Background: an optimization exercise with open tools, aiming at small area. Do not read the settings as production practice. Function was checked by simulation only, so behaviour that the tests miss may differ from the original. Power figures rest on the tool's default switching activity, not on a simulated workload.

==> flow/design.v <==
`timescale 1ns/10ps
module ISE(
 input               clk
,input               reset
,input       [4:0]   image_in_index
,input       [23:0]  pixel_in
,output              busy
,output              out_valid
,output      [1:0]   color_index
,output reg  [4:0]   image_out_index
);
function carry18;
    input [17:0] a;
    input [17:0] b;
    input        cin;
    integer      i;
    reg          c;
    begin
        c = cin;
        for (i = 0; i < 18; i = i + 1)
            c = (a[i] & b[i]) | (a[i] & c) | (b[i] & c);
        carry18 = c;
    end
endfunction
reg     [13:0]  pc;          
reg             bcyc;        
reg             fin;         
assign busy = bcyc | fin;
wire            pc_last  = &pc;
wire            pc_zero5 = ~|pc[4:0];
wire            pc_zero  = ~|pc[13:5] & pc_zero5;
wire            ge544    = (|pc[13:10]) | (pc[9] & (|pc[8:5]));   
wire            ge576    = (|pc[13:10]) | (pc[9] & (|pc[8:6]));   
wire            visit    = ~ge544 & (&pc[4:0]);                   
wire            serial   = ~ge544 & (|pc[13:5]) & ~pc[4] & ~(&pc[3:0]);  
wire            bit14    = pc[3:0] == 4'd14;
wire            sorting  = fin & ge544;                           
wire            after1   = fin & ge576;
wire            freeze   = fin & pc[10] & pc[9] & pc[5] & pc[0];
always @(posedge clk or posedge reset)
begin
    if (reset) begin
        pc   <= 14'd0;
        bcyc <= 1'b0;
        fin  <= 1'b0;
    end else begin
        bcyc <= pc_last;
        fin  <= fin | (pc_last & (&image_in_index));
        if (pc_last | bcyc)
            pc <= 14'd0;
        else if (!freeze)
            pc <= pc + 14'd1;
    end
end
wire    [7:0]   r_data = pixel_in[23:16];
wire    [7:0]   g_data = pixel_in[15: 8];
wire    [7:0]   b_data = pixel_in[ 7: 0];
wire            r_en   = (r_data >= g_data) && (r_data >= b_data);
wire            g_en   = !r_en && (g_data >= b_data);
wire            b_en   = !r_en && !g_en;
wire            cnt_en = !busy && !pc_last;
reg     [13:0]  r_cnt, g_cnt;
reg     [21:0]  r_sum, g_sum, b_sum;
always @(posedge clk)
begin
    r_cnt <= (pc_zero ? 14'd0 : r_cnt) + {13'd0, cnt_en & r_en};
    g_cnt <= (pc_zero ? 14'd0 : g_cnt) + {13'd0, cnt_en & g_en};
    r_sum <= (pc_zero ? 22'd0 : r_sum) + {14'd0, (cnt_en & r_en) ? r_data : 8'd0};
    g_sum <= (pc_zero ? 22'd0 : g_sum) + {14'd0, (cnt_en & g_en) ? g_data : 8'd0};
    b_sum <= (pc_zero ? 22'd0 : b_sum) + {14'd0, (cnt_en & b_en) ? b_data : 8'd0};
end
wire    [13:0]  b_cnt = ~(r_cnt + g_cnt);
wire            r_gt_g = carry18({4'hf, r_cnt}, {4'h0, ~g_cnt}, 1'b0);
wire            g_gt_r = carry18({4'hf, g_cnt}, {4'h0, ~r_cnt}, 1'b0);
wire            r_gt_b = r_cnt[13] | carry18({4'hf, r_cnt[12:0], 1'b0}, {4'h0, g_cnt}, 1'b0);
wire            g_gt_b = g_cnt[13] | carry18({4'hf, g_cnt[12:0], 1'b0}, {4'h0, r_cnt}, 1'b0);
wire            dom_r = r_gt_g && r_gt_b;
wire            dom_g = g_gt_r && g_gt_b;
wire    [1:0]   dom   = dom_r ? 2'd0 : dom_g ? 2'd1 : 2'd2;
wire    [13:0]  n_sel = dom_r ? r_cnt : dom_g ? g_cnt : b_cnt;
wire    [21:0]  s_sel = dom_r ? r_sum : dom_g ? g_sum : b_sum;
reg     [575:0] ring;
wire    [17:0]  tail = ring[575:558];
wire    [4:0]   tidx = pc[4:0];          
reg     [28:0]  xr;
wire    [14:0]  d_r = xr[14:0];
wire    [13:0]  d_n = xr[28:15];
wire    [17:0]  best     = xr[17:0];
wire    [4:0]   best_idx = xr[22:18];
reg             d_q;         
reg             d_s;         
reg             d_c;         
wire            s_m  = (~bit14 & d_n[0]) ^ d_q;
wire            s_ci = (pc[3:0] == 4'd0) ? d_q : d_c;
wire            s_o  = d_s ^ s_m ^ s_ci;
wire            s_co = (d_s & s_m) | (d_s & s_ci) | (s_m & s_ci);
wire            sent = after1 && (tidx == image_out_index);
wire    [17:0]  head = bcyc  ? {dom, s_sel[7:0], 8'd0} :
                       visit ? {tail[17:16], tail[14:0], d_q} :
                       sent  ? {2'd3, tail[15:0]} :
                               tail;
always @(posedge clk)
    ring <= {ring[557:0], head};
wire            take     = (tidx == 5'd0) || carry18(best, ~head, 1'b1);    
wire    [4:0]   bidx_nxt = take ? tidx : best_idx;
always @(posedge clk)
begin
    if (bcyc) begin
        xr  <= {n_sel, 1'b0, s_sel[21:8]};
        d_q <= 1'b1;
    end else if (serial) begin
        xr[14:0] <= {s_o, d_r[14:1]};
        if (!bit14)
            xr[28:15] <= {d_n[0], d_n[13:1]};
        else
            d_q <= ~s_o;
    end else if (sorting && take)
        xr[22:0] <= {tidx, head};
    if (visit)
        d_s <= tail[15];
    else if (serial)
        d_s <= d_r[0];
    if (serial)
        d_c <= s_co;
end
wire            pass_end = sorting & (&pc[4:0]);
assign out_valid   = after1 & pc_zero5;
assign color_index = best[17:16];
always @(posedge clk)
    if (pass_end)
        image_out_index <= bidx_nxt;
endmodule
==> flow/config.mk <==
export PLATFORM = sky130hd
export DESIGN_NAME = ISE
export DESIGN_NICKNAME = ISE
export VERILOG_FILES = /design/flow/design.v
export SDC_FILE = /design/flow/constraint.sdc
export NUM_CORES = 4
export LEC_CHECK = 0
export CAP_MARGIN = 20
export CORE_MARGIN = 2
export CORE_UTILIZATION = 70
export CTS_BUF_LIST = sky130_fd_sc_hd__clkbuf_8
export CTS_CLUSTER_DIAMETER = 60
export CTS_CLUSTER_SIZE = 16
export PLACE_DENSITY = 0.8
export SLEW_MARGIN = 20
==> flow/constraint.sdc <==
create_clock -name core_clock -period 85.0 [get_ports {clk}]
set_input_delay 17.0000 -clock core_clock [delete_from_list [all_inputs] [get_ports {clk}]]
set_output_delay 17.0000 -clock core_clock [all_outputs]
set_load 0.01 [all_outputs]
standard.sh (not shown) runs the stock make flow with config.mk's settings and CLKGATE_MAP_FILE= SYNTH_SCRIPT=/design/flow/synth_recipe.tcl, a recipe that flattens the netlist after the stock synthesis.
==> flow/flow/run.sh <==
#!/bin/bash
# The standard layout (standard.sh), with three changes:
#  - synthesis: the standard flow's script, but ABC maps with flow/area.abc (area oriented) and no
#    adder cells are forced in (ADDER_MAP_FILE empty); registers are unchanged,
#  - port buffers of the smallest buffer cell,
#  - clock tree synthesis without dummy loads.
# Each tool's output goes to ORFS's own logs; make's output to standard_flow.log.
set -euo pipefail
W=$PWD
{ head -n 1 synth_recipe.tcl; cat flow/abc_override.tcl; tail -n +2 synth_recipe.tcl; } > area_synth.tcl
export AREA_ABC_SCRIPT=$W/flow/area.abc
export BUFFER_PORTS_ARGS="-buffer_cell sky130_fd_sc_hd__buf_1"
export CTS_ARGS="-sink_clustering_enable -repair_clock_nets -buf_list {sky130_fd_sc_hd__clkbuf_8 sky130_fd_sc_hd__clkbuf_16} -sink_clustering_size 20 -sink_clustering_max_diameter 50 -dont_use_dummy_load"
bash standard.sh SYNTH_SCRIPT=$W/area_synth.tcl ADDER_MAP_FILE= finish > standard_flow.log 2>&1
==> flow/flow/abc_override.tcl <==
# Map with an area-oriented ABC script instead of the one ORFS's synthesis names;
# everything else in the synthesis is the standard one.
proc abc {args} {
  set i [lsearch -exact $args -script]
  if { $i >= 0 } {
    set args [lreplace $args [expr {$i+1}] [expr {$i+1}] $::env(AREA_ABC_SCRIPT)]
  }
  yosys abc {*}$args
}
==> flow/flow/area.abc <==
strash
ifraig
scorr
dc2
strash
dch -f
amap -F 4
strash
dc2
dch -f
amap -F 4
topo
The first run produced a clean layout.
Rerun with:
--- a/flow/flow/run.sh
+++ b/flow/flow/run.sh
@@ -11,4 +11,4 @@
 export AREA_ABC_SCRIPT=$W/flow/area.abc
 export BUFFER_PORTS_ARGS="-buffer_cell sky130_fd_sc_hd__buf_1"
-export CTS_ARGS="-sink_clustering_enable -repair_clock_nets -buf_list {sky130_fd_sc_hd__clkbuf_8 sky130_fd_sc_hd__clkbuf_16} -sink_clustering_size 20 -sink_clustering_max_diameter 50 -dont_use_dummy_load"
+export CTS_ARGS="-sink_clustering_enable -repair_clock_nets -buf_list sky130_fd_sc_hd__clkbuf_8 -sink_clustering_size 16 -sink_clustering_max_diameter 60 -dont_use_dummy_load"
 bash standard.sh SYNTH_SCRIPT=$W/area_synth.tcl ADDER_MAP_FILE= finish > standard_flow.log 2>&1
==> flow/flow/area.abc (replaced) <==
strash
ifraig
scorr
dc2
strash
dch -f
amap -F 4
strash
dc2
dch -f
amap -F 4
strash
dc2
dch -f
amap -F 4
topo
=> The new run passed the timing, DRC and antenna checks; sequential share of layout area goes up by 1.8 points; utilization drops by 1.7 points; routed wire length is lower by 19%; die area went down by 0.46%; non-clock buffer count climbs by 1.
Rerun with:
--- a/flow/flow/run.sh
+++ b/flow/flow/run.sh
@@ -11,4 +11,4 @@
 export AREA_ABC_SCRIPT=$W/flow/area.abc
 export BUFFER_PORTS_ARGS="-buffer_cell sky130_fd_sc_hd__buf_1"
-export CTS_ARGS="-sink_clustering_enable -repair_clock_nets -buf_list sky130_fd_sc_hd__clkbuf_8 -sink_clustering_size 16 -sink_clustering_max_diameter 60 -dont_use_dummy_load"
+export CTS_ARGS="-sink_clustering_enable -repair_clock_nets -buf_list sky130_fd_sc_hd__clkbuf_4 -sink_clustering_size 9 -sink_clustering_max_diameter 40 -dont_use_dummy_load"
 bash standard.sh SYNTH_SCRIPT=$W/area_synth.tcl ADDER_MAP_FILE= finish > standard_flow.log 2>&1
Settings changed: CORE_UTILIZATION 70 to 75, CTS_BUF_LIST sky130_fd_sc_hd__clkbuf_8 to unset, CTS_CLUSTER_DIAMETER 60 to unset, CTS_CLUSTER_SIZE 16 to unset, PLACE_DENSITY 0.8 to 0.85.
=> Clock power is about the same. Synthesized cell count does not change. Design area is lower by 0.37%. Worst setup slack degrades by 0.10 ns. Hold slack is worse by 0.015 ns. Sequential share of layout area rises by 0.26 points.

==> re-timing with driven ports <==
The flow's constraints put no driver on any port. The routed layouts listed below were extracted and timed again, unchanged, in two steps.
Step 1: set_driving_cell puts a clkbuf_16 on clk and a buf_2 on each other input, an assumption about the parent block.
Step 2, shift: input delay + t, output delay - t, t = (earliest + latest rising clock arrival at the registers) / 2. This alone moves slack from input paths to output paths.
Slacks: ideal ports / drivers / drivers and shift; pairs: ideal ports / drivers.
run | t, ns | slack for setup (ns) | worst hold slack (ns) | worst setup path after step 2
the first run | 0.582 | 61.618 / 61.646 / 61.064 | 0.269 / 0.269 / 0.269 | input to register
the second run | 0.623 | 62.495 / 62.520 / 61.897 | 0.312 / 0.312 / 0.312 | input to register
the third run | 0.730 | 62.392 / 62.411 / 61.681 | 0.297 / 0.297 / 0.297 | input to register
After both steps setup and hold are still met in every run listed. The setup slack of the third run, which loses most, moves by +0.019 ns with the drivers and by -0.711 ns with both steps.
